From an optimization exercise on the open Yosys and OpenROAD flow, aimed at small area and a short achievable clock period; shortcuts taken in it are not production practice. No functional check of the RTL was part of any run shown here. Power figures rest on the tool's default switching activity, not on a simulated workload.

## flow/design.v (module list and top-level ports; edited modules follow where they fit)
// module fused_multiply_add: 846 lines
// module fma_fa: 4 lines
// module fma_ha: 4 lines
// module fma_gc: 3 lines
// module fma_gpc: 4 lines
// module fma_benc1: 6 lines
// module fma_benc: 5 lines
// module fma_bsel: 3 lines
module fused_multiply_add
(
     input                                   clk
   , input                                   rst
   , input                                   cntrl_load
   , input        [31:0]                     cntrl_init
   , input                                   pass
   , input        [15:0]                     m
   , input        [15:0]                     x
   , input        [15:0]                     c
   , output logic                            y_valid_r
   , output logic [31:0]                     y_w
);
  // ...
==> flow/flow/run.sh <==
#!/bin/bash
# The standard layout (standard.sh), with two changes:
#  - synthesis maps logic with ABC's &nf mapper (flow/abc_map.script) in place of
#    ORFS's abc_area.script, which maps XOR-heavy logic to NAND2 trees;
#  - the port buffers are plain buf_1 cells instead of the default choice.
set -u
WORK=$(pwd)
rm -rf "$WORK/scripts"
cp -r "$FLOW_HOME/scripts" "$WORK/scripts"
cp "$WORK/flow/abc_map.script" "$WORK/scripts/abc_area.script"
export SCRIPTS_DIR="$WORK/scripts"
export BUFFER_PORTS_ARGS="-buffer_cell sky130_fd_sc_hd__buf_1"
bash standard.sh > standard.log 2>&1
==> flow/flow/abc_map.script <==
strash
&get -n
&fraig -x
&put
scorr
dc2
strash
&get -n
&dch -f
&nf -R 1000
&put
==> flow/standard.sh <==
#!/bin/bash
# synth_recipe.tcl (not shown) runs the flow's synth.tcl, then flattens the netlist and writes it again
# the make line also repeats each setting of config.mk as NAME=value (left out here)
make -C /OpenROAD-flow-scripts/flow DESIGN_CONFIG=/design/flow/config.mk WORK_HOME=/design/flow/orfs CLKGATE_MAP_FILE= SYNTH_SCRIPT=/design/flow/synth_recipe.tcl "${@:-finish}"
==> flow/config.mk <==
export PLATFORM = sky130hd
export DESIGN_NAME = fused_multiply_add
export DESIGN_NICKNAME = fused_multiply_add
export VERILOG_FILES = /design/flow/design.v
export SDC_FILE = /design/flow/constraint.sdc
export NUM_CORES = 4
export LEC_CHECK = 0
export ABC_AREA = 1
export CAP_MARGIN = 20
export CORE_MARGIN = 2
export CORE_UTILIZATION = 60
export CTS_BUF_LIST = sky130_fd_sc_hd__clkbuf_8
export SETUP_SLACK_MARGIN = 3.4
export SLEW_MARGIN = 20
export SYNTH_HIERARCHICAL = 1
export SYNTH_MINIMUM_KEEP_SIZE = 0
==> flow/constraint.sdc <==
create_clock -name core_clock -period 8.0 [get_ports {clk}]
set_input_delay 1.6000 -clock core_clock [delete_from_list [all_inputs] [get_ports {clk}]]
set_output_delay 1.6000 -clock core_clock [all_outputs]
set_load 0.01 [all_outputs]
==> summary.txt, run 1 <==
#MultiIn Comb=833; # Post-CTS Setup Buffers=3; CP max stage cell=fa_1; P per Cell Area=496.2 mW/mm2; GRT busiest layer=met2; Hold Crit Start=yc_r[1]; Syn Area/Cell=10.83 um2; synth warn=7; row count=48; hold_ws=677.2 ps; reg2reg start=ys_r[23]; Top Registers=yc_r x32, ys_r x32, yt_r x12; leak pwr=5.080 nW; initial DRC count=644; Nets=1426; worst slew pin tran=915.9 ps; count leader, synth=fa_1; commonest cells in the netlist=fa_1 (179), xnor2_1 (135), a22oi_1 (120), and2_0 (78), dfxtp_1 (77); Fill cells=1427; period utilization=56.87%; CP max FO=11; relative slew slack=38.94%; Final Max Slew Viols=0; WP data arrival=4800 ps; status=no timing/DRC/antenna violations; Comb. pwr=0.00484 W; P_seq=0.000752 W; clk_buf instances=11; Comb power frac=81.4%; Signal buf overhead=6.771%; hold_buf cts=0; GR Util met1=37.97%; drt via density=5.720; bufs w/o clock=149; setup slack after layout=3450 ps; Critical path origin=m[1]; Detail Route Antenna Nets=0; drt total wl=25390 um; RSZ-0062 raised after global routing=true; Tmin final=4550 ps; reg-to-reg endpoint=ys_r[28]; tap cells=225; core area=0.01718 mm2; critical path required time=8250 ps; min-delay worst type=register to register
==> inputs of run 2 (changes only) <==
--- a/flow/design.v
+++ b/flow/design.v
@@ -10,26 +10,26 @@
    , input        [15:0]                     c
    , output logic                            y_valid_r
    , output logic [31:0]                     y_w
 );
   logic [31:0] ys_r, yc_r;
   logic [25:14] yt_r;
   wire        opnd_en = pass;
   wire [15:0] cg = {16{opnd_en}} & c;
-  wire [15:0] xg = {16{opnd_en}} & x;
+  wire [15:0] xg = x;
   wire [16:-1] xe = {1'b0, xg, 1'b0};
   wire [15:-1] me = {m, 1'b0};
   wire [1:0] one0_d, two0_d, neg0_d;
-  assign one0_d[0] = (me[0] ^ 1'b0);
-  assign two0_d[0] = ((me[1] & ~me[0] & ~1'b0) | (~me[1] & me[0] & 1'b0));
-  assign neg0_d[0] = me[1];
-  assign one0_d[1] = (me[0] ^ 1'b0);
-  assign two0_d[1] = ((me[1] & ~me[0] & ~1'b0) | (~me[1] & me[0] & 1'b0));
-  assign neg0_d[1] = me[1];
+  assign one0_d[0] = pass & (me[0] ^ 1'b0);
+  assign two0_d[0] = pass & ((me[1] & ~me[0] & ~1'b0) | (~me[1] & me[0] & 1'b0));
+  assign neg0_d[0] = pass & me[1];
+  assign one0_d[1] = pass & (me[0] ^ 1'b0);
+  assign two0_d[1] = pass & ((me[1] & ~me[0] & ~1'b0) | (~me[1] & me[0] & 1'b0));
+  assign neg0_d[1] = pass & me[1];
   wire neg0 = neg0_d[0];
   wire [16:0] pp0;
   assign pp0[0] = (one0_d[0] & xe[0]) ^ neg0_d[0];
   fma_bsel u_b0_1 (.one(one0_d[0]), .two(two0_d[0]), .neg(neg0_d[0]), .xa(xe[1]), .xb(xe[0]), .p(pp0[1]));
   fma_bsel u_b0_2 (.one(one0_d[0]), .two(two0_d[0]), .neg(neg0_d[0]), .xa(xe[2]), .xb(xe[1]), .p(pp0[2]));
   fma_bsel u_b0_3 (.one(one0_d[0]), .two(two0_d[0]), .neg(neg0_d[0]), .xa(xe[3]), .xb(xe[2]), .p(pp0[3]));
   fma_bsel u_b0_4 (.one(one0_d[0]), .two(two0_d[0]), .neg(neg0_d[0]), .xa(xe[4]), .xb(xe[3]), .p(pp0[4]));
   fma_bsel u_b0_5 (.one(one0_d[0]), .two(two0_d[0]), .neg(neg0_d[0]), .xa(xe[5]), .xb(xe[4]), .p(pp0[5]));
@@ -40,18 +40,18 @@
   fma_bsel u_b0_10 (.one(one0_d[1]), .two(two0_d[1]), .neg(neg0_d[1]), .xa(xe[10]), .xb(xe[9]), .p(pp0[10]));
   fma_bsel u_b0_11 (.one(one0_d[1]), .two(two0_d[1]), .neg(neg0_d[1]), .xa(xe[11]), .xb(xe[10]), .p(pp0[11]));
   fma_bsel u_b0_12 (.one(one0_d[1]), .two(two0_d[1]), .neg(neg0_d[1]), .xa(xe[12]), .xb(xe[11]), .p(pp0[12]));
   fma_bsel u_b0_13 (.one(one0_d[1]), .two(two0_d[1]), .neg(neg0_d[1]), .xa(xe[13]), .xb(xe[12]), .p(pp0[13]));
   fma_bsel u_b0_14 (.one(one0_d[1]), .two(two0_d[1]), .neg(neg0_d[1]), .xa(xe[14]), .xb(xe[13]), .p(pp0[14]));
   fma_bsel u_b0_15 (.one(one0_d[1]), .two(two0_d[1]), .neg(neg0_d[1]), .xa(xe[15]), .xb(xe[14]), .p(pp0[15]));
   assign pp0[16] = (two0_d[1] & xe[15]) ^ neg0_d[1];
   wire [1:0] one1_d, two1_d, neg1_d;
-  fma_benc1 u_e1_0 (.b2(me[3]), .b1(me[2]), .b0(me[1]), .one(one1_d[0]), .two(two1_d[0]), .neg(neg1_d[0]));
-  fma_benc1 u_e1_1 (.b2(me[3]), .b1(me[2]), .b0(me[1]), .one(one1_d[1]), .two(two1_d[1]), .neg(neg1_d[1]));
+  fma_benc u_e1_0 (.en(pass), .b2(me[3]), .b1(me[2]), .b0(me[1]), .one(one1_d[0]), .two(two1_d[0]), .neg(neg1_d[0]));
+  fma_benc u_e1_1 (.en(pass), .b2(me[3]), .b1(me[2]), .b0(me[1]), .one(one1_d[1]), .two(two1_d[1]), .neg(neg1_d[1]));
   wire neg1 = neg1_d[0];
   wire [16:0] pp1;
   assign pp1[0] = (one1_d[0] & xe[0]) ^ neg1_d[0];
   fma_bsel u_b1_1 (.one(one1_d[0]), .two(two1_d[0]), .neg(neg1_d[0]), .xa(xe[1]), .xb(xe[0]), .p(pp1[1]));
   fma_bsel u_b1_2 (.one(one1_d[0]), .two(two1_d[0]), .neg(neg1_d[0]), .xa(xe[2]), .xb(xe[1]), .p(pp1[2]));
   fma_bsel u_b1_3 (.one(one1_d[0]), .two(two1_d[0]), .neg(neg1_d[0]), .xa(xe[3]), .xb(xe[2]), .p(pp1[3]));
   fma_bsel u_b1_4 (.one(one1_d[0]), .two(two1_d[0]), .neg(neg1_d[0]), .xa(xe[4]), .xb(xe[3]), .p(pp1[4]));
   fma_bsel u_b1_5 (.one(one1_d[0]), .two(two1_d[0]), .neg(neg1_d[0]), .xa(xe[5]), .xb(xe[4]), .p(pp1[5]));
@@ -62,18 +62,18 @@
   fma_bsel u_b1_10 (.one(one1_d[1]), .two(two1_d[1]), .neg(neg1_d[1]), .xa(xe[10]), .xb(xe[9]), .p(pp1[10]));
   fma_bsel u_b1_11 (.one(one1_d[1]), .two(two1_d[1]), .neg(neg1_d[1]), .xa(xe[11]), .xb(xe[10]), .p(pp1[11]));
   fma_bsel u_b1_12 (.one(one1_d[1]), .two(two1_d[1]), .neg(neg1_d[1]), .xa(xe[12]), .xb(xe[11]), .p(pp1[12]));
   fma_bsel u_b1_13 (.one(one1_d[1]), .two(two1_d[1]), .neg(neg1_d[1]), .xa(xe[13]), .xb(xe[12]), .p(pp1[13]));
   fma_bsel u_b1_14 (.one(one1_d[1]), .two(two1_d[1]), .neg(neg1_d[1]), .xa(xe[14]), .xb(xe[13]), .p(pp1[14]));
   fma_bsel u_b1_15 (.one(one1_d[1]), .two(two1_d[1]), .neg(neg1_d[1]), .xa(xe[15]), .xb(xe[14]), .p(pp1[15]));
   assign pp1[16] = (two1_d[1] & xe[15]) ^ neg1_d[1];
   wire [1:0] one2_d, two2_d, neg2_d;
-  fma_benc1 u_e2_0 (.b2(me[5]), .b1(me[4]), .b0(me[3]), .one(one2_d[0]), .two(two2_d[0]), .neg(neg2_d[0]));
-  fma_benc1 u_e2_1 (.b2(me[5]), .b1(me[4]), .b0(me[3]), .one(one2_d[1]), .two(two2_d[1]), .neg(neg2_d[1]));
+  fma_benc u_e2_0 (.en(pass), .b2(me[5]), .b1(me[4]), .b0(me[3]), .one(one2_d[0]), .two(two2_d[0]), .neg(neg2_d[0]));
+  fma_benc u_e2_1 (.en(pass), .b2(me[5]), .b1(me[4]), .b0(me[3]), .one(one2_d[1]), .two(two2_d[1]), .neg(neg2_d[1]));
   wire neg2 = neg2_d[0];
   wire [16:0] pp2;
   assign pp2[0] = (one2_d[0] & xe[0]) ^ neg2_d[0];
   fma_bsel u_b2_1 (.one(one2_d[0]), .two(two2_d[0]), .neg(neg2_d[0]), .xa(xe[1]), .xb(xe[0]), .p(pp2[1]));
   fma_bsel u_b2_2 (.one(one2_d[0]), .two(two2_d[0]), .neg(neg2_d[0]), .xa(xe[2]), .xb(xe[1]), .p(pp2[2]));
   fma_bsel u_b2_3 (.one(one2_d[0]), .two(two2_d[0]), .neg(neg2_d[0]), .xa(xe[3]), .xb(xe[2]), .p(pp2[3]));
   fma_bsel u_b2_4 (.one(one2_d[0]), .two(two2_d[0]), .neg(neg2_d[0]), .xa(xe[4]), .xb(xe[3]), .p(pp2[4]));
   fma_bsel u_b2_5 (.one(one2_d[0]), .two(two2_d[0]), .neg(neg2_d[0]), .xa(xe[5]), .xb(xe[4]), .p(pp2[5]));
@@ -84,18 +84,18 @@
   fma_bsel u_b2_10 (.one(one2_d[1]), .two(two2_d[1]), .neg(neg2_d[1]), .xa(xe[10]), .xb(xe[9]), .p(pp2[10]));
   fma_bsel u_b2_11 (.one(one2_d[1]), .two(two2_d[1]), .neg(neg2_d[1]), .xa(xe[11]), .xb(xe[10]), .p(pp2[11]));
   fma_bsel u_b2_12 (.one(one2_d[1]), .two(two2_d[1]), .neg(neg2_d[1]), .xa(xe[12]), .xb(xe[11]), .p(pp2[12]));
   fma_bsel u_b2_13 (.one(one2_d[1]), .two(two2_d[1]), .neg(neg2_d[1]), .xa(xe[13]), .xb(xe[12]), .p(pp2[13]));
   fma_bsel u_b2_14 (.one(one2_d[1]), .two(two2_d[1]), .neg(neg2_d[1]), .xa(xe[14]), .xb(xe[13]), .p(pp2[14]));
   fma_bsel u_b2_15 (.one(one2_d[1]), .two(two2_d[1]), .neg(neg2_d[1]), .xa(xe[15]), .xb(xe[14]), .p(pp2[15]));
   assign pp2[16] = (two2_d[1] & xe[15]) ^ neg2_d[1];
   wire [1:0] one3_d, two3_d, neg3_d;
-  fma_benc1 u_e3_0 (.b2(me[7]), .b1(me[6]), .b0(me[5]), .one(one3_d[0]), .two(two3_d[0]), .neg(neg3_d[0]));
-  fma_benc1 u_e3_1 (.b2(me[7]), .b1(me[6]), .b0(me[5]), .one(one3_d[1]), .two(two3_d[1]), .neg(neg3_d[1]));
+  fma_benc u_e3_0 (.en(pass), .b2(me[7]), .b1(me[6]), .b0(me[5]), .one(one3_d[0]), .two(two3_d[0]), .neg(neg3_d[0]));
+  fma_benc u_e3_1 (.en(pass), .b2(me[7]), .b1(me[6]), .b0(me[5]), .one(one3_d[1]), .two(two3_d[1]), .neg(neg3_d[1]));
   wire neg3 = neg3_d[0];
   wire [16:0] pp3;
   assign pp3[0] = (one3_d[0] & xe[0]) ^ neg3_d[0];
   fma_bsel u_b3_1 (.one(one3_d[0]), .two(two3_d[0]), .neg(neg3_d[0]), .xa(xe[1]), .xb(xe[0]), .p(pp3[1]));
   fma_bsel u_b3_2 (.one(one3_d[0]), .two(two3_d[0]), .neg(neg3_d[0]), .xa(xe[2]), .xb(xe[1]), .p(pp3[2]));
   fma_bsel u_b3_3 (.one(one3_d[0]), .two(two3_d[0]), .neg(neg3_d[0]), .xa(xe[3]), .xb(xe[2]), .p(pp3[3]));
   fma_bsel u_b3_4 (.one(one3_d[0]), .two(two3_d[0]), .neg(neg3_d[0]), .xa(xe[4]), .xb(xe[3]), .p(pp3[4]));
   fma_bsel u_b3_5 (.one(one3_d[0]), .two(two3_d[0]), .neg(neg3_d[0]), .xa(xe[5]), .xb(xe[4]), .p(pp3[5]));
@@ -106,18 +106,18 @@
   fma_bsel u_b3_10 (.one(one3_d[1]), .two(two3_d[1]), .neg(neg3_d[1]), .xa(xe[10]), .xb(xe[9]), .p(pp3[10]));
   fma_bsel u_b3_11 (.one(one3_d[1]), .two(two3_d[1]), .neg(neg3_d[1]), .xa(xe[11]), .xb(xe[10]), .p(pp3[11]));
   fma_bsel u_b3_12 (.one(one3_d[1]), .two(two3_d[1]), .neg(neg3_d[1]), .xa(xe[12]), .xb(xe[11]), .p(pp3[12]));
   fma_bsel u_b3_13 (.one(one3_d[1]), .two(two3_d[1]), .neg(neg3_d[1]), .xa(xe[13]), .xb(xe[12]), .p(pp3[13]));
   fma_bsel u_b3_14 (.one(one3_d[1]), .two(two3_d[1]), .neg(neg3_d[1]), .xa(xe[14]), .xb(xe[13]), .p(pp3[14]));
   fma_bsel u_b3_15 (.one(one3_d[1]), .two(two3_d[1]), .neg(neg3_d[1]), .xa(xe[15]), .xb(xe[14]), .p(pp3[15]));
   assign pp3[16] = (two3_d[1] & xe[15]) ^ neg3_d[1];
   wire [1:0] one4_d, two4_d, neg4_d;
-  fma_benc1 u_e4_0 (.b2(me[9]), .b1(me[8]), .b0(me[7]), .one(one4_d[0]), .two(two4_d[0]), .neg(neg4_d[0]));
-  fma_benc1 u_e4_1 (.b2(me[9]), .b1(me[8]), .b0(me[7]), .one(one4_d[1]), .two(two4_d[1]), .neg(neg4_d[1]));
+  fma_benc u_e4_0 (.en(pass), .b2(me[9]), .b1(me[8]), .b0(me[7]), .one(one4_d[0]), .two(two4_d[0]), .neg(neg4_d[0]));
+  fma_benc u_e4_1 (.en(pass), .b2(me[9]), .b1(me[8]), .b0(me[7]), .one(one4_d[1]), .two(two4_d[1]), .neg(neg4_d[1]));
   wire neg4 = neg4_d[0];
   wire [16:0] pp4;
   assign pp4[0] = (one4_d[0] & xe[0]) ^ neg4_d[0];
   fma_bsel u_b4_1 (.one(one4_d[0]), .two(two4_d[0]), .neg(neg4_d[0]), .xa(xe[1]), .xb(xe[0]), .p(pp4[1]));
   fma_bsel u_b4_2 (.one(one4_d[0]), .two(two4_d[0]), .neg(neg4_d[0]), .xa(xe[2]), .xb(xe[1]), .p(pp4[2]));
   fma_bsel u_b4_3 (.one(one4_d[0]), .two(two4_d[0]), .neg(neg4_d[0]), .xa(xe[3]), .xb(xe[2]), .p(pp4[3]));
   fma_bsel u_b4_4 (.one(one4_d[0]), .two(two4_d[0]), .neg(neg4_d[0]), .xa(xe[4]), .xb(xe[3]), .p(pp4[4]));
   fma_bsel u_b4_5 (.one(one4_d[0]), .two(two4_d[0]), .neg(neg4_d[0]), .xa(xe[5]), .xb(xe[4]), .p(pp4[5]));
@@ -128,18 +128,18 @@
   fma_bsel u_b4_10 (.one(one4_d[1]), .two(two4_d[1]), .neg(neg4_d[1]), .xa(xe[10]), .xb(xe[9]), .p(pp4[10]));
   fma_bsel u_b4_11 (.one(one4_d[1]), .two(two4_d[1]), .neg(neg4_d[1]), .xa(xe[11]), .xb(xe[10]), .p(pp4[11]));
   fma_bsel u_b4_12 (.one(one4_d[1]), .two(two4_d[1]), .neg(neg4_d[1]), .xa(xe[12]), .xb(xe[11]), .p(pp4[12]));
   fma_bsel u_b4_13 (.one(one4_d[1]), .two(two4_d[1]), .neg(neg4_d[1]), .xa(xe[13]), .xb(xe[12]), .p(pp4[13]));
   fma_bsel u_b4_14 (.one(one4_d[1]), .two(two4_d[1]), .neg(neg4_d[1]), .xa(xe[14]), .xb(xe[13]), .p(pp4[14]));
   fma_bsel u_b4_15 (.one(one4_d[1]), .two(two4_d[1]), .neg(neg4_d[1]), .xa(xe[15]), .xb(xe[14]), .p(pp4[15]));
   assign pp4[16] = (two4_d[1] & xe[15]) ^ neg4_d[1];
   wire [1:0] one5_d, two5_d, neg5_d;
-  fma_benc1 u_e5_0 (.b2(me[11]), .b1(me[10]), .b0(me[9]), .one(one5_d[0]), .two(two5_d[0]), .neg(neg5_d[0]));
-  fma_benc1 u_e5_1 (.b2(me[11]), .b1(me[10]), .b0(me[9]), .one(one5_d[1]), .two(two5_d[1]), .neg(neg5_d[1]));
+  fma_benc u_e5_0 (.en(pass), .b2(me[11]), .b1(me[10]), .b0(me[9]), .one(one5_d[0]), .two(two5_d[0]), .neg(neg5_d[0]));
+  fma_benc u_e5_1 (.en(pass), .b2(me[11]), .b1(me[10]), .b0(me[9]), .one(one5_d[1]), .two(two5_d[1]), .neg(neg5_d[1]));
   wire neg5 = neg5_d[0];
   wire [16:0] pp5;
   assign pp5[0] = (one5_d[0] & xe[0]) ^ neg5_d[0];
   fma_bsel u_b5_1 (.one(one5_d[0]), .two(two5_d[0]), .neg(neg5_d[0]), .xa(xe[1]), .xb(xe[0]), .p(pp5[1]));
   fma_bsel u_b5_2 (.one(one5_d[0]), .two(two5_d[0]), .neg(neg5_d[0]), .xa(xe[2]), .xb(xe[1]), .p(pp5[2]));
   fma_bsel u_b5_3 (.one(one5_d[0]), .two(two5_d[0]), .neg(neg5_d[0]), .xa(xe[3]), .xb(xe[2]), .p(pp5[3]));
   fma_bsel u_b5_4 (.one(one5_d[0]), .two(two5_d[0]), .neg(neg5_d[0]), .xa(xe[4]), .xb(xe[3]), .p(pp5[4]));
   fma_bsel u_b5_5 (.one(one5_d[0]), .two(two5_d[0]), .neg(neg5_d[0]), .xa(xe[5]), .xb(xe[4]), .p(pp5[5]));
@@ -150,18 +150,18 @@
   fma_bsel u_b5_10 (.one(one5_d[1]), .two(two5_d[1]), .neg(neg5_d[1]), .xa(xe[10]), .xb(xe[9]), .p(pp5[10]));
   fma_bsel u_b5_11 (.one(one5_d[1]), .two(two5_d[1]), .neg(neg5_d[1]), .xa(xe[11]), .xb(xe[10]), .p(pp5[11]));
   fma_bsel u_b5_12 (.one(one5_d[1]), .two(two5_d[1]), .neg(neg5_d[1]), .xa(xe[12]), .xb(xe[11]), .p(pp5[12]));
   fma_bsel u_b5_13 (.one(one5_d[1]), .two(two5_d[1]), .neg(neg5_d[1]), .xa(xe[13]), .xb(xe[12]), .p(pp5[13]));
   fma_bsel u_b5_14 (.one(one5_d[1]), .two(two5_d[1]), .neg(neg5_d[1]), .xa(xe[14]), .xb(xe[13]), .p(pp5[14]));
   fma_bsel u_b5_15 (.one(one5_d[1]), .two(two5_d[1]), .neg(neg5_d[1]), .xa(xe[15]), .xb(xe[14]), .p(pp5[15]));
   assign pp5[16] = (two5_d[1] & xe[15]) ^ neg5_d[1];
   wire [1:0] one6_d, two6_d, neg6_d;
-  fma_benc1 u_e6_0 (.b2(me[13]), .b1(me[12]), .b0(me[11]), .one(one6_d[0]), .two(two6_d[0]), .neg(neg6_d[0]));
-  fma_benc1 u_e6_1 (.b2(me[13]), .b1(me[12]), .b0(me[11]), .one(one6_d[1]), .two(two6_d[1]), .neg(neg6_d[1]));
+  fma_benc u_e6_0 (.en(pass), .b2(me[13]), .b1(me[12]), .b0(me[11]), .one(one6_d[0]), .two(two6_d[0]), .neg(neg6_d[0]));
+  fma_benc u_e6_1 (.en(pass), .b2(me[13]), .b1(me[12]), .b0(me[11]), .one(one6_d[1]), .two(two6_d[1]), .neg(neg6_d[1]));
   wire neg6 = neg6_d[0];
   wire [16:0] pp6;
   assign pp6[0] = (one6_d[0] & xe[0]) ^ neg6_d[0];
   fma_bsel u_b6_1 (.one(one6_d[0]), .two(two6_d[0]), .neg(neg6_d[0]), .xa(xe[1]), .xb(xe[0]), .p(pp6[1]));
   fma_bsel u_b6_2 (.one(one6_d[0]), .two(two6_d[0]), .neg(neg6_d[0]), .xa(xe[2]), .xb(xe[1]), .p(pp6[2]));
   fma_bsel u_b6_3 (.one(one6_d[0]), .two(two6_d[0]), .neg(neg6_d[0]), .xa(xe[3]), .xb(xe[2]), .p(pp6[3]));
   fma_bsel u_b6_4 (.one(one6_d[0]), .two(two6_d[0]), .neg(neg6_d[0]), .xa(xe[4]), .xb(xe[3]), .p(pp6[4]));
   fma_bsel u_b6_5 (.one(one6_d[0]), .two(two6_d[0]), .neg(neg6_d[0]), .xa(xe[5]), .xb(xe[4]), .p(pp6[5]));
@@ -172,18 +172,18 @@
   fma_bsel u_b6_10 (.one(one6_d[1]), .two(two6_d[1]), .neg(neg6_d[1]), .xa(xe[10]), .xb(xe[9]), .p(pp6[10]));
   fma_bsel u_b6_11 (.one(one6_d[1]), .two(two6_d[1]), .neg(neg6_d[1]), .xa(xe[11]), .xb(xe[10]), .p(pp6[11]));
   fma_bsel u_b6_12 (.one(one6_d[1]), .two(two6_d[1]), .neg(neg6_d[1]), .xa(xe[12]), .xb(xe[11]), .p(pp6[12]));
   fma_bsel u_b6_13 (.one(one6_d[1]), .two(two6_d[1]), .neg(neg6_d[1]), .xa(xe[13]), .xb(xe[12]), .p(pp6[13]));
   fma_bsel u_b6_14 (.one(one6_d[1]), .two(two6_d[1]), .neg(neg6_d[1]), .xa(xe[14]), .xb(xe[13]), .p(pp6[14]));
   fma_bsel u_b6_15 (.one(one6_d[1]), .two(two6_d[1]), .neg(neg6_d[1]), .xa(xe[15]), .xb(xe[14]), .p(pp6[15]));
   assign pp6[16] = (two6_d[1] & xe[15]) ^ neg6_d[1];
   wire [1:0] one7_d, two7_d, neg7_d;
-  fma_benc1 u_e7_0 (.b2(me[15]), .b1(me[14]), .b0(me[13]), .one(one7_d[0]), .two(two7_d[0]), .neg(neg7_d[0]));
-  fma_benc1 u_e7_1 (.b2(me[15]), .b1(me[14]), .b0(me[13]), .one(one7_d[1]), .two(two7_d[1]), .neg(neg7_d[1]));
+  fma_benc u_e7_0 (.en(pass), .b2(me[15]), .b1(me[14]), .b0(me[13]), .one(one7_d[0]), .two(two7_d[0]), .neg(neg7_d[0]));
+  fma_benc u_e7_1 (.en(pass), .b2(me[15]), .b1(me[14]), .b0(me[13]), .one(one7_d[1]), .two(two7_d[1]), .neg(neg7_d[1]));
   wire neg7 = neg7_d[0];
   wire [16:0] pp7;
   assign pp7[0] = (one7_d[0] & xe[0]) ^ neg7_d[0];
   fma_bsel u_b7_1 (.one(one7_d[0]), .two(two7_d[0]), .neg(neg7_d[0]), .xa(xe[1]), .xb(xe[0]), .p(pp7[1]));
   fma_bsel u_b7_2 (.one(one7_d[0]), .two(two7_d[0]), .neg(neg7_d[0]), .xa(xe[2]), .xb(xe[1]), .p(pp7[2]));
   fma_bsel u_b7_3 (.one(one7_d[0]), .two(two7_d[0]), .neg(neg7_d[0]), .xa(xe[3]), .xb(xe[2]), .p(pp7[3]));
   fma_bsel u_b7_4 (.one(one7_d[0]), .two(two7_d[0]), .neg(neg7_d[0]), .xa(xe[4]), .xb(xe[3]), .p(pp7[4]));
   fma_bsel u_b7_5 (.one(one7_d[0]), .two(two7_d[0]), .neg(neg7_d[0]), .xa(xe[5]), .xb(xe[4]), .p(pp7[5]));
@@ -195,22 +195,22 @@
   fma_bsel u_b7_11 (.one(one7_d[1]), .two(two7_d[1]), .neg(neg7_d[1]), .xa(xe[11]), .xb(xe[10]), .p(pp7[11]));
   fma_bsel u_b7_12 (.one(one7_d[1]), .two(two7_d[1]), .neg(neg7_d[1]), .xa(xe[12]), .xb(xe[11]), .p(pp7[12]));
   fma_bsel u_b7_13 (.one(one7_d[1]), .two(two7_d[1]), .neg(neg7_d[1]), .xa(xe[13]), .xb(xe[12]), .p(pp7[13]));
   fma_bsel u_b7_14 (.one(one7_d[1]), .two(two7_d[1]), .neg(neg7_d[1]), .xa(xe[14]), .xb(xe[13]), .p(pp7[14]));
   fma_bsel u_b7_15 (.one(one7_d[1]), .two(two7_d[1]), .neg(neg7_d[1]), .xa(xe[15]), .xb(xe[14]), .p(pp7[15]));
   assign pp7[16] = (two7_d[1] & xe[15]) ^ neg7_d[1];
   wire s1, c2;
   fma_fa u_s1 (.a(ys_r[0]), .b(yc_r[0]), .ci(neg0), .s(s1), .co(c2));
-  wire s3 = cg[0] ^ pp0[0];
-  wire c4 = cg[0] & pp0[0];
+  wire s3, c4;
+  fma_fa u_s3 (.a(cg[0]), .b(pp0[0]), .ci(s1), .s(s3), .co(c4));
   wire s5, c6;
   fma_fa u_s5 (.a(ys_r[1]), .b(yc_r[1]), .ci(cg[1]), .s(s5), .co(c6));
   wire s7, c8;
-  fma_fa u_s7 (.a(pp0[1]), .b(c2), .ci(c4), .s(s7), .co(c8));
+  fma_fa u_s7 (.a(pp0[1]), .b(c2), .ci(s5), .s(s7), .co(c8));
   wire s9, c10;
   fma_fa u_s9 (.a(ys_r[2]), .b(yc_r[2]), .ci(neg1), .s(s9), .co(c10));
   wire s11, c12;
   fma_fa u_s11 (.a(cg[2]), .b(pp0[2]), .ci(pp1[0]), .s(s11), .co(c12));
   wire s13, c14;
   fma_fa u_s13 (.a(s9), .b(c6), .ci(s11), .s(s13), .co(c14));
   wire s15, c16;
   fma_fa u_s15 (.a(ys_r[3]), .b(yc_r[3]), .ci(cg[3]), .s(s15), .co(c16));
@@ -421,18 +421,18 @@
   wire s221, c222;
   fma_fa u_s221 (.a(pp5[8]), .b(pp6[6]), .ci(pp7[4]), .s(s221), .co(c222));
   wire s223, c224;
   fma_fa u_s223 (.a(c200), .b(c202), .ci(c204), .s(s223), .co(c224));
   wire s225, c226;
   fma_fa u_s225 (.a(s217), .b(s219), .ci(s221), .s(s225), .co(c226));
   wire s227, c228;
   fma_fa u_s227 (.a(c206), .b(c208), .ci(s223), .s(s227), .co(c228));
-  wire s229 = s225 ^ c210;
-  wire c230 = s225 & c210;
+  wire s229, c230;
+  fma_fa u_s229 (.a(s225), .b(c210), .ci(s227), .s(s229), .co(c230));
   wire s231, c232;
   fma_fa u_s231 (.a(ys_r[19]), .b(yc_r[19]), .ci(yt_r[19]), .s(s231), .co(c232));
   wire s233, c234;
   fma_fa u_s233 (.a(c214), .b(s231), .ci(c216), .s(s233), .co(c234));
   wire s235, c236;
   fma_fa u_s235 (.a(s233), .b(~neg1), .ci(pp2[15]), .s(s235), .co(c236));
   wire s237, c238;
   fma_fa u_s237 (.a(pp3[13]), .b(pp4[11]), .ci(pp5[9]), .s(s237), .co(c238));
@@ -453,18 +453,18 @@
   wire s253, c254;
   fma_fa u_s253 (.a(pp3[14]), .b(pp4[12]), .ci(pp5[10]), .s(s253), .co(c254));
   wire s255, c256;
   fma_fa u_s255 (.a(pp6[8]), .b(pp7[6]), .ci(c236), .s(s255), .co(c256));
   wire s257, c258;
   fma_fa u_s257 (.a(c238), .b(s251), .ci(s253), .s(s257), .co(c258));
   wire s259, c260;
   fma_fa u_s259 (.a(c240), .b(c242), .ci(s255), .s(s259), .co(c260));
-  wire s261 = s257 ^ c244;
-  wire c262 = s257 & c244;
+  wire s261, c262;
+  fma_fa u_s261 (.a(s257), .b(c244), .ci(s259), .s(s261), .co(c262));
   wire s263, c264;
   fma_fa u_s263 (.a(ys_r[21]), .b(yc_r[21]), .ci(yt_r[21]), .s(s263), .co(c264));
   wire s265, c266;
   fma_fa u_s265 (.a(c248), .b(s263), .ci(c250), .s(s265), .co(c266));
   wire s267, c268;
   fma_fa u_s267 (.a(s265), .b(~neg2), .ci(pp3[15]), .s(s267), .co(c268));
   wire s269, c270;
   fma_fa u_s269 (.a(pp4[13]), .b(pp5[11]), .ci(pp6[9]), .s(s269), .co(c270));
@@ -481,18 +481,18 @@
   wire s281, c282;
   fma_fa u_s281 (.a(s279), .b(c266), .ci(pp3[16]), .s(s281), .co(c282));
   wire s283, c284;
   fma_fa u_s283 (.a(pp4[14]), .b(pp5[12]), .ci(pp6[10]), .s(s283), .co(c284));
   wire s285, c286;
   fma_fa u_s285 (.a(pp7[8]), .b(c268), .ci(c270), .s(s285), .co(c286));
   wire s287, c288;
   fma_fa u_s287 (.a(s281), .b(s283), .ci(c272), .s(s287), .co(c288));
-  wire s289 = s285 ^ c274;
-  wire c290 = s285 & c274;
+  wire s289, c290;
+  fma_fa u_s289 (.a(s285), .b(c274), .ci(s287), .s(s289), .co(c290));
   wire s291, c292;
   fma_fa u_s291 (.a(ys_r[23]), .b(yc_r[23]), .ci(yt_r[23]), .s(s291), .co(c292));
   wire s293, c294;
   fma_fa u_s293 (.a(c278), .b(s291), .ci(c280), .s(s293), .co(c294));
   wire s295, c296;
   fma_fa u_s295 (.a(s293), .b(~neg3), .ci(pp4[15]), .s(s295), .co(c296));
   wire s297, c298;
   fma_fa u_s297 (.a(pp5[13]), .b(pp6[11]), .ci(pp7[9]), .s(s297), .co(c298));
@@ -505,18 +505,18 @@
   wire s305, c306;
   fma_fa u_s305 (.a(yt_r[24]), .b(c292), .ci(s303), .s(s305), .co(c306));
   wire s307, c308;
   fma_fa u_s307 (.a(s305), .b(c294), .ci(pp4[16]), .s(s307), .co(c308));
   wire s309, c310;
   fma_fa u_s309 (.a(pp5[14]), .b(pp6[12]), .ci(pp7[10]), .s(s309), .co(c310));
   wire s311, c312;
   fma_fa u_s311 (.a(c296), .b(c298), .ci(s307), .s(s311), .co(c312));
-  wire s313 = s309 ^ c300;
-  wire c314 = s309 & c300;
+  wire s313, c314;
+  fma_fa u_s313 (.a(s309), .b(c300), .ci(s311), .s(s313), .co(c314));
   wire s315, c316;
   fma_fa u_s315 (.a(ys_r[25]), .b(yc_r[25]), .ci(yt_r[25]), .s(s315), .co(c316));
   wire s317, c318;
   fma_fa u_s317 (.a(c304), .b(s315), .ci(c306), .s(s317), .co(c318));
   wire s319, c320;
   fma_fa u_s319 (.a(s317), .b(~neg4), .ci(pp5[15]), .s(s319), .co(c320));
   wire s321, c322;
   fma_fa u_s321 (.a(pp6[13]), .b(pp7[11]), .ci(c308), .s(s321), .co(c322));
@@ -559,19 +559,19 @@
   wire s359, c360;
   fma_fa u_s359 (.a(s357), .b(c352), .ci(pp7[16]), .s(s359), .co(c360));
   wire s361 = c354 ^ s359;
   wire c362 = c354 & s359;
   wire s363, c364;
   fma_fa u_s363 (.a(ys_r[31]), .b(yc_r[31]), .ci(c358), .s(s363), .co(c364));
   wire s365, c366;
   fma_fa u_s365 (.a(s363), .b(~neg7), .ci(c360), .s(s365), .co(c366));
-  wire [25:14] r2 = {s323, s313, s301, s289, s275, s261, s245, s229, s211, s193, s175, s157};
-  wire [31:0] r0 = {c362, c356, c350, c342, c334, c324, s321, s311, c288, s287, s273, s259, s243, s227, c192, s191, s173, c138, c124, c108, c94, c80, c68, c56, c46, c36, c28, c20, c14, c8, s5, s1};
-  wire [31:0] r1 = {s365, s361, s355, s349, s341, s333, c314, c302, c290, c276, c262, c246, c230, c212, c194, c176, c158, c140, s139, s123, s107, s93, s79, s67, s55, s45, s35, s27, s19, s13, s7, s3};
+  wire [25:14] r2 = {s323, 1'b0, s301, 1'b0, s275, 1'b0, s245, 1'b0, s211, s193, s175, s157};
+  wire [31:0] r0 = {c362, c356, c350, c342, c334, c324, s321, c302, c288, c276, s273, c246, s243, c212, c192, s191, s173, c138, c124, c108, c94, c80, c68, c56, c46, c36, c28, c20, c14, c8, c4, s3};
+  wire [31:0] r1 = {s365, s361, s355, s349, s341, s333, c314, s313, c290, s289, c262, s261, c230, s229, c194, c176, c158, c140, s139, s123, s107, s93, s79, s67, s55, s45, s35, s27, s19, s13, s7, 1'b0};
   always_ff @(posedge clk)
     if (rst) y_valid_r <= 1'b0;
     else     y_valid_r <= pass;
   wire o14_0s, o14_0c;
   fma_fa u_ofo14_0 (.a(ys_r[14]), .b(yc_r[14]), .ci(yt_r[14]), .s(o14_0s), .co(o14_0c));
   wire o15_1s, o15_1c;
   fma_fa u_ofo15_1 (.a(ys_r[15]), .b(yc_r[15]), .ci(yt_r[15]), .s(o15_1s), .co(o15_1c));
   wire o16_1s, o16_1c;
@@ -602,17 +602,18 @@
   fma_ha u_oh28 (.a(ys_r[28]), .b(yc_r[28]), .s(os28_1), .co(oc28_1));
   wire os29_1, oc29_1;
   fma_ha u_oh29 (.a(ys_r[29]), .b(yc_r[29]), .s(os29_1), .co(oc29_1));
   wire os30_1, oc30_1;
   fma_ha u_oh30 (.a(ys_r[30]), .b(yc_r[30]), .s(os30_1), .co(oc30_1));
   wire o31_0s, o31_0c;
   fma_fa u_ofo31_0 (.a(ys_r[31]), .b(yc_r[31]), .ci(oc30_1), .s(o31_0s), .co(o31_0c));
   wire [31:0] ya_g, ya_p, ya;
-  fma_ha u_ya_h0 (.a(ys_r[0]), .b(yc_r[0]), .s(ya_p[0]), .co(ya_g[0]));
+  assign ya_p[0] = ys_r[0];
+  assign ya_g[0] = 1'b0;
   fma_ha u_ya_h1 (.a(ys_r[1]), .b(yc_r[1]), .s(ya_p[1]), .co(ya_g[1]));
   fma_ha u_ya_h2 (.a(ys_r[2]), .b(yc_r[2]), .s(ya_p[2]), .co(ya_g[2]));
   fma_ha u_ya_h3 (.a(ys_r[3]), .b(yc_r[3]), .s(ya_p[3]), .co(ya_g[3]));
   fma_ha u_ya_h4 (.a(ys_r[4]), .b(yc_r[4]), .s(ya_p[4]), .co(ya_g[4]));
   fma_ha u_ya_h5 (.a(ys_r[5]), .b(yc_r[5]), .s(ya_p[5]), .co(ya_g[5]));
   fma_ha u_ya_h6 (.a(ys_r[6]), .b(yc_r[6]), .s(ya_p[6]), .co(ya_g[6]));
   fma_ha u_ya_h7 (.a(ys_r[7]), .b(yc_r[7]), .s(ya_p[7]), .co(ya_g[7]));
   fma_ha u_ya_h8 (.a(ys_r[8]), .b(yc_r[8]), .s(ya_p[8]), .co(ya_g[8]));
@@ -636,18 +637,16 @@
   fma_ha u_ya_h25 (.a(o24_1c), .b(o25_1s), .s(ya_p[25]), .co(ya_g[25]));
   fma_ha u_ya_h26 (.a(o25_1c), .b(os26_1), .s(ya_p[26]), .co(ya_g[26]));
   fma_ha u_ya_h27 (.a(oc26_1), .b(os27_1), .s(ya_p[27]), .co(ya_g[27]));
   fma_ha u_ya_h28 (.a(oc27_1), .b(os28_1), .s(ya_p[28]), .co(ya_g[28]));
   fma_ha u_ya_h29 (.a(oc28_1), .b(os29_1), .s(ya_p[29]), .co(ya_g[29]));
   fma_ha u_ya_h30 (.a(oc29_1), .b(os30_1), .s(ya_p[30]), .co(ya_g[30]));
   assign ya_p[31] = o31_0s;
   assign ya_g[31] = 1'b0;
-  wire ya_G1;
-  fma_gc u_ya_n1 (.gh(ya_g[1]), .ph(ya_p[1]), .gl(ya_g[0]), .g(ya_G1));
   wire ya_G2, ya_P2;
   fma_gpc u_ya_n2 (.gh(ya_g[3]), .ph(ya_p[3]), .gl(ya_g[2]), .pl(ya_p[2]), .g(ya_G2), .p(ya_P2));
   wire ya_G3, ya_P3;
   fma_gpc u_ya_n3 (.gh(ya_g[5]), .ph(ya_p[5]), .gl(ya_g[4]), .pl(ya_p[4]), .g(ya_G3), .p(ya_P3));
   wire ya_G4, ya_P4;
   fma_gpc u_ya_n4 (.gh(ya_g[7]), .ph(ya_p[7]), .gl(ya_g[6]), .pl(ya_p[6]), .g(ya_G4), .p(ya_P4));
   wire ya_G5, ya_P5;
   fma_gpc u_ya_n5 (.gh(ya_g[9]), .ph(ya_p[9]), .gl(ya_g[8]), .pl(ya_p[8]), .g(ya_G5), .p(ya_P5));
@@ -668,19 +667,19 @@
   fma_gpc u_ya_n13 (.gh(ya_g[25]), .ph(ya_p[25]), .gl(ya_g[24]), .pl(ya_p[24]), .g(ya_G13), .p(ya_P13));
   wire ya_G14, ya_P14;
   fma_gpc u_ya_n14 (.gh(ya_g[27]), .ph(ya_p[27]), .gl(ya_g[26]), .pl(ya_p[26]), .g(ya_G14), .p(ya_P14));
   wire ya_G15, ya_P15;
   fma_gpc u_ya_n15 (.gh(ya_g[29]), .ph(ya_p[29]), .gl(ya_g[28]), .pl(ya_p[28]), .g(ya_G15), .p(ya_P15));
   wire ya_P16 = ya_p[31] & ya_p[30];
   wire ya_G16 = ya_p[31] & ya_g[30];
   wire ya_G17;
-  fma_gc u_ya_n17 (.gh(ya_g[2]), .ph(ya_p[2]), .gl(ya_G1), .g(ya_G17));
+  fma_gc u_ya_n17 (.gh(ya_g[2]), .ph(ya_p[2]), .gl(ya_g[1]), .g(ya_G17));
   wire ya_G18;
-  fma_gc u_ya_n18 (.gh(ya_G2), .ph(ya_P2), .gl(ya_G1), .g(ya_G18));
+  fma_gc u_ya_n18 (.gh(ya_G2), .ph(ya_P2), .gl(ya_g[1]), .g(ya_G18));
   wire ya_G19, ya_P19;
   fma_gpc u_ya_n19 (.gh(ya_g[6]), .ph(ya_p[6]), .gl(ya_G3), .pl(ya_P3), .g(ya_G19), .p(ya_P19));
   wire ya_G20, ya_P20;
   fma_gpc u_ya_n20 (.gh(ya_G4), .ph(ya_P4), .gl(ya_G3), .pl(ya_P3), .g(ya_G20), .p(ya_P20));
   wire ya_G21, ya_P21;
   fma_gpc u_ya_n21 (.gh(ya_g[10]), .ph(ya_p[10]), .gl(ya_G5), .pl(ya_P5), .g(ya_G21), .p(ya_P21));
   wire ya_G22, ya_P22;
   fma_gpc u_ya_n22 (.gh(ya_G6), .ph(ya_P6), .gl(ya_G5), .pl(ya_P5), .g(ya_G22), .p(ya_P22));
@@ -796,18 +795,18 @@
   fma_gc u_ya_n77 (.gh(ya_G61), .ph(ya_P61), .gl(ya_G56), .g(ya_G77));
   wire ya_G78;
   fma_gc u_ya_n78 (.gh(ya_G62), .ph(ya_P62), .gl(ya_G56), .g(ya_G78));
   wire ya_G79;
   fma_gc u_ya_n79 (.gh(ya_G63), .ph(ya_P63), .gl(ya_G56), .g(ya_G79));
   wire ya_G80;
   fma_gc u_ya_n80 (.gh(ya_G64), .ph(ya_P64), .gl(ya_G56), .g(ya_G80));
   assign ya[0] = ya_p[0];
-  assign ya[1] = ya_p[1] ^ ya_g[0];
-  assign ya[2] = ya_p[2] ^ ya_G1;
+  assign ya[1] = ya_p[1];
+  assign ya[2] = ya_p[2] ^ ya_g[1];
   assign ya[3] = ya_p[3] ^ ya_G17;
   assign ya[4] = ya_p[4] ^ ya_G18;
   assign ya[5] = ya_p[5] ^ ya_G33;
   assign ya[6] = ya_p[6] ^ ya_G34;
   assign ya[7] = ya_p[7] ^ ya_G35;
   assign ya[8] = ya_p[8] ^ ya_G36;
   assign ya[9] = ya_p[9] ^ ya_G49;
   assign ya[10] = ya_p[10] ^ ya_G50;
@@ -854,22 +853,16 @@
 endmodule
 module fma_gc (input gh, input ph, input gl, output g);
   assign g = gh | (ph & gl);
 endmodule
 module fma_gpc (input gh, input ph, input gl, input pl, output g, output p);
   assign g = gh | (ph & gl);
   assign p = ph & pl;
 endmodule
-module fma_benc1 (input b2, input b1, input b0, output one, output two, output neg);
-  wire   o = b1 ^ b0;
-  assign one = o;
-  assign two = ~o & (b2 ^ b1);
-  assign neg = b2;
-endmodule
 module fma_benc (input en, input b2, input b1, input b0, output one, output two, output neg);
   assign one = en & (b1 ^ b0);
   assign two = en & ((b2 & ~b1 & ~b0) | (~b2 & b1 & b0));
   assign neg = en & b2;
 endmodule
 module fma_bsel (input one, input two, input neg, input xa, input xb, output p);
   assign p = ((one & xa) | (two & xb)) ^ neg;
 endmodule
==> flow/flow/run.sh (replaced) <==
#!/bin/bash
# The standard layout (standard.sh), with two changes:
#  - synthesis maps logic with ABC's &nf mapper (flow/abc_map.script) in place of
#    ORFS's abc_area.script, which maps XOR-heavy logic to NAND2 trees;
#  - the port buffers are plain buf_2 cells instead of the default choice.
set -u
WORK=$(pwd)
rm -rf "$WORK/scripts"
cp -r "$FLOW_HOME/scripts" "$WORK/scripts"
cp "$WORK/flow/abc_map.script" "$WORK/scripts/abc_area.script"
export SCRIPTS_DIR="$WORK/scripts"
export BUFFER_PORTS_ARGS="-buffer_cell sky130_fd_sc_hd__buf_2"
bash standard.sh > standard.log 2>&1
==> flow/flow/abc_map.script (replaced) <==
strash
&get -n
&fraig -x
&put
scorr
dc2
dretime
strash
&get -n
&dch -f
&nf {D}
&put
==> flow/config.mk (replaced) <==
export PLATFORM = sky130hd
export DESIGN_NAME = fused_multiply_add
export DESIGN_NICKNAME = fused_multiply_add
export VERILOG_FILES = /design/flow/design.v
export SDC_FILE = /design/flow/constraint.sdc
export NUM_CORES = 4
export LEC_CHECK = 0
export ABC_AREA = 1
export CAP_MARGIN = 20
export CORE_MARGIN = 2
export CORE_UTILIZATION = 40
export CTS_BUF_LIST = sky130_fd_sc_hd__clkbuf_8
export SETUP_SLACK_MARGIN = 2.8
export SLEW_MARGIN = 20
export SYNTH_HIERARCHICAL = 1
export SYNTH_MINIMUM_KEEP_SIZE = 0
==> run 2 against run 1 <==
- largest cell class unchanged
- die area grew 46%
- clock skew is 13 ps higher
- synthesized cell count fell by 2.6%
- power decreased by 3.3%
- largest power group unchanged
- utilization is 24 points lower
- sequential share of layout area is 0.60 points lower
- wire length grew 1.5%
- sequential cell count shrank 5
- worst hold slack better by 180 ps
- non-clock buffer count fell by 30
- clock-buffer cell count grew 1
==> summary.txt, run 2 <==
critical path required time=8270 ps (was 8250 ps); fin util=46.28% (was 69.82%); Critical Path Max Stage Delay=640 ps (was 530 ps); type of the worst setup path=primary input to register (unchanged); met2 WL=12410 um (was 12520 um); Initial Util=40.82% (was 60.87%); Syn Area/Cell=10.97 um2 (was 10.83 um2); Comb power frac=81.5% (was 81.4%); gr usage total=20.32% (was 28.31%); total grt overflow=0 (unchanged); Final Max Slew Viols=0 (unchanged); commonest cells in the netlist=fa_1 (184), xnor2_1 (134), a22oi_1 (120), a21o_1 (72), dfxtp_1 (72) (was fa_1 (179), xnor2_1 (135), a22oi_1 (120), and2_0 (78), dfxtp_1 (77)); clk sink count=72 (was 77); Top Registers=ys_r x32, yc_r x31, yt_r x8 (was yc_r x32, ys_r x32, yt_r x12); worst-case reg-to-reg path depth=8 (unchanged); row count=58 (was 48); Layout Cells excl Fill=1416 (was 1342); RSZ-0062 raised after global routing=false (was true); worst slew pin tran=997.2 ps (was 915.9 ps); DRC viols=0 (unchanged); core area=0.02525 mm2 (was 0.01718 mm2); drt via density=5.290 (was 5.720); Setup violations, final=0 (unchanged); initial antenna violation count=10 (was 1); hold_ws=860.0 ps (was 677.2 ps); dpl hpwl=20710 um (was 19140 um); status=no timing/DRC/antenna violations (unchanged); Post-synth EDFFs=0 (unchanged); min-delay worst type=register to register (unchanged); Synth cell types=21 (was 16); # Post-CTS Setup Buffers=0 (was 3); cts repair resizes=9 (was 71); Fill cells=2401 (was 1427); hold depth=3 (was 2); metal3 WL=1386 um (was 1228 um); Placer Congestion=0.8414 (was 0.9117); part of the power in registers=12.3% (was 12.6%); Placed Cells=1395 (was 1308); CTS tree=done (unchanged); CTS Buf Count=9 (unchanged); drt total wl=25780 um (was 25390 um); Psw=0.002646 W (was 0.002754 W); final hold viol count=0 (unchanged); most common cell after layout, fill and taps aside=fa_1 (unchanged); largest net degree at the start of global routing=72 (was 77); Top reg by flops=ys_r; max cap viols=0 (unchanged); Detail Route Antenna Nets=0 (unchanged); mapped cell area=0.01031 mm2 (was 0.01046 mm2); DIE AREA=0.02707 mm2 (was 0.01850 mm2); Syn-to-layout area delta=13.38% (was 14.71%); Max clock buf depth=2 (unchanged); reg2reg start=ys_r[23] (unchanged); clock network fraction of total power=6.3% (was 6.0%); internal power=0.003108 W (was 0.003197 W); Critical Path, Cell by Cell=clkbuf_4 -> nand2_1 -> clkinv_1 -> fa_1 -> fa_1 -> fa_1 -> fa_1 -> fa_1 -> mux2_1 (was clkbuf_2 -> buf_12 -> nor2_2 -> nand2_1 -> o21ai_4 -> buf_4 -> a22oi_1 -> xnor2_1 -> fa_1 -> fa_1 -> fa_1 -> fa_1 -> nor2b_1); WP data arrival=5260 ps (was 4800 ps); first-pass GRT wire length=42290 um (was 39940 um); sw frac=45.99% (was 46.28%); Syn Inst Count=940 (was 965); Critical path origin=pass (was m[1]); vias in the first global route=7825 (was 7773); count leader, synth=fa_1 (unchanged); max reg flops=32; synth warn=7 (unchanged); CTS clk-pin slew, worst paths=80 ps (was 90 ps); Setup TNS=0 ps (unchanged); Primary FF master, synth=dfxtp_1 (unchanged); Tmin final=4987 ps (was 4550 ps); Die Ht=164.5 um (was 136.0 um); Top Ports=117 (unchanged); share of the synthesized area in the top cell type=35.73% (was 34.27%); cell taking the most area after synthesis=fa_1 (unchanged); DR top layer=met5 (was met4); asr flop ratio synth=0% (unchanged); relative slew slack=32.95% (was 38.94%); f_max=200.5 MHz (was 219.8 MHz); hold_buf cts=0 (unchanged); leak pwr=5.060 nW (was 5.080 nW); Hold Crit Start=yc_r[1] (unchanged); layout cell share with drive strength beyond 1=14.15% (was 11.38%); period utilization=62.34% (was 56.87%); Nets=1390 (was 1426); CP max stage cell=fa_1 (unchanged); Die X=164.5 um (was 136.0 um); CP max FO=43 (was 11); worst vdd rail ir drop=0.0003907 V (was 0.0004390 V); # port buffers=116 (unchanged); Via Count=7490 (was 7676); Root Buffer Master=clkbuf_8 (unchanged); CTS HTree Levels=3 (unchanged); initial DRC count=489 (was 644); most frequent cells in the layout=fa_1 (184), xnor2_1 (134), a22oi_1 (120) (was fa_1 (179), xnor2_1 (133), a22oi_1 (120)); wire per inst=18.20 um (was 18.92 um); P per Cell Area=492.3 mW/mm2 (was 496.2 mW/mm2); Synth area leaders=fa_1 (36%), dfxtp_1 (14%), xnor2_1 (11%), a22oi_1 (8.7%), ha_1 (5.6%) (was fa_1 (34%), dfxtp_1 (15%), xnor2_1 (11%), a22oi_1 (8.6%), ha_1 (6.2%)); clock skew=19.87 ps (was 6.383 ps); Worst-Skew Late Latency=390 ps (about the same); startpoint type of the worst setup path=primary input (unchanged); cell mode on critical path=fa_1 (unchanged); met1 wire length=11390 um (was 11040 um); DRT Pass-1 Iters=6 (unchanged); synthesis-stage register bit count=72 (was 77); kind of end point of the critical path=register (unchanged); register area share after synthesis=13.98% (was 14.74%)
==> run 2: cell types whose count changed in the layout (fill, tap and decap cells not counted), sizes merged, moves of 5 or more <==
cell	before	now
nor2b	59	40
buf	135	118
and2	78	63
a21oi	1	15
nand2	43	29
nand4b	0	14
nor2	15	1
o31ai	0	14
clkinv	41	54
clkbuf	25	13
conb	0	9
ha	52	46
dfxtp	77	72
fa	179	184
==> run 2: worst max-delay path, delay by kind of cell <==
family / cells / cell delay (ps)
adders and majority gates: 5 / 2340
buffers and inverters: 2 / 830
muxes: 1 / 280
and+or+nand+nor: 1 / 180
==> run 2: worst paths after layout <==
check / endpoint / slack (ps)
min: yc_r[1] / 860
max reg2reg: ys_r[28] / 4170
max: ys_r[12] / 3010
min reg2reg: yc_r[1] / 860
==> run 2: area by class of cell <==
type                       instances  area [um2]  area share [%]
multi-input combinational        819        8765           74.99
inverter                          55       210.2           1.799
clock buffer                      12       165.2           1.413
tap                              330       412.9           3.533
clock inverter                     4       75.07          0.6423
timing repair buffer             119       605.6           5.181
sequential                        72        1441           12.33
antenna                            5       12.51          0.1071
==> run 2: kinds of logic after synthesis <==
| logic type | after synthesis | synth area share, % |
|---|---|---|
| muxes | 33 | 3.593 |
| and+or+nand+nor | 148 | 8.581 |
| xor gates and xnor gates | 164 | 13.93 |
| DFF | 72 | 13.98 |
| adders and majority gates | 230 | 41.32 |
| other | 1 | 0.03638 |
| buffers and inverters | 57 | 2.148 |
| AOI/OAI and AO/OA | 235 | 16.41 |
==> run 2: per-module statistics from Yosys (local to each module, per instance) <==
module              area, um2  flops+latches  copies in the design
fma_fa                  20.02              0                   184
fused_multiply_add       2965             72                     1
fma_gpc                 13.76              0                    43
fma_gc                  7.507              0                    29
fma_benc                33.78              0                    14
fma_ha                  12.51              0                    34
fma_bsel                16.27              0                   120
==> run 2: per-stage QoR <==
| step | setup slack (ps) | total power, W | area (um2) |
|---|---|---|---|
| 2_1_floorplan | 3276 | 0.004163 | 10340 |
| 3_3_place_gp | 2202 | 0.005425 | 11340 |
| 3_5_place_dp | 2133 | 0.005479 | 11340 |
| 4_1_cts | 2817 | 0.005899 | 11620 |
| 5_1_grt | 2831 | 0.006613 | 11680 |
| 6_report | 3013 | 0.005754 | 11690 |
==> run 2: routing by layer <==
metal,up-vias,GRT usage (%)
met2,202,33.17
met4,10,6.166
met3,38,4.169
met5,-,0
li1,3525,-
met1,3715,27.29
==> run 2: power by group through the flow <==
stage,Sequential [W],Clock (W),Combinational [W]
floorplan,0.000692,0,0.00347
global placement,0.000716,0,0.00471
detailed placement,0.000718,0,0.00476
CTS,0.000711,0.000373,0.00482
global route,0.000733,0.000385,0.00549
finish,0.000706,0.000361,0.00469

-- separate check: timing with driven ports --
How much do the figures lean on ideal ports? The routed layouts below were timed once more, with nothing changed but the port constraints. Step 1, drivers: a clkbuf_16 drives clk and a buf_2 each remaining input, both assumed. Step 2 also shifts input and output timing later by t, the mid clock arrival at the registers, as if the neighbouring blocks saw the same clock. Three values: no drivers, after step 1, after step 2; two values: the first two.
run	t, ns	setup slack, ns	worst slew at a driven data input, ns
run 1	0.433	3.450 / 3.439 / 3.038	0.07
run 2	0.425	3.013 / 3.037 / 2.611	0.07
After both steps every run listed still meets setup and hold. The setup slack of run 1, which loses most, moves by -0.011 ns with the drivers and by -0.412 ns with both steps.
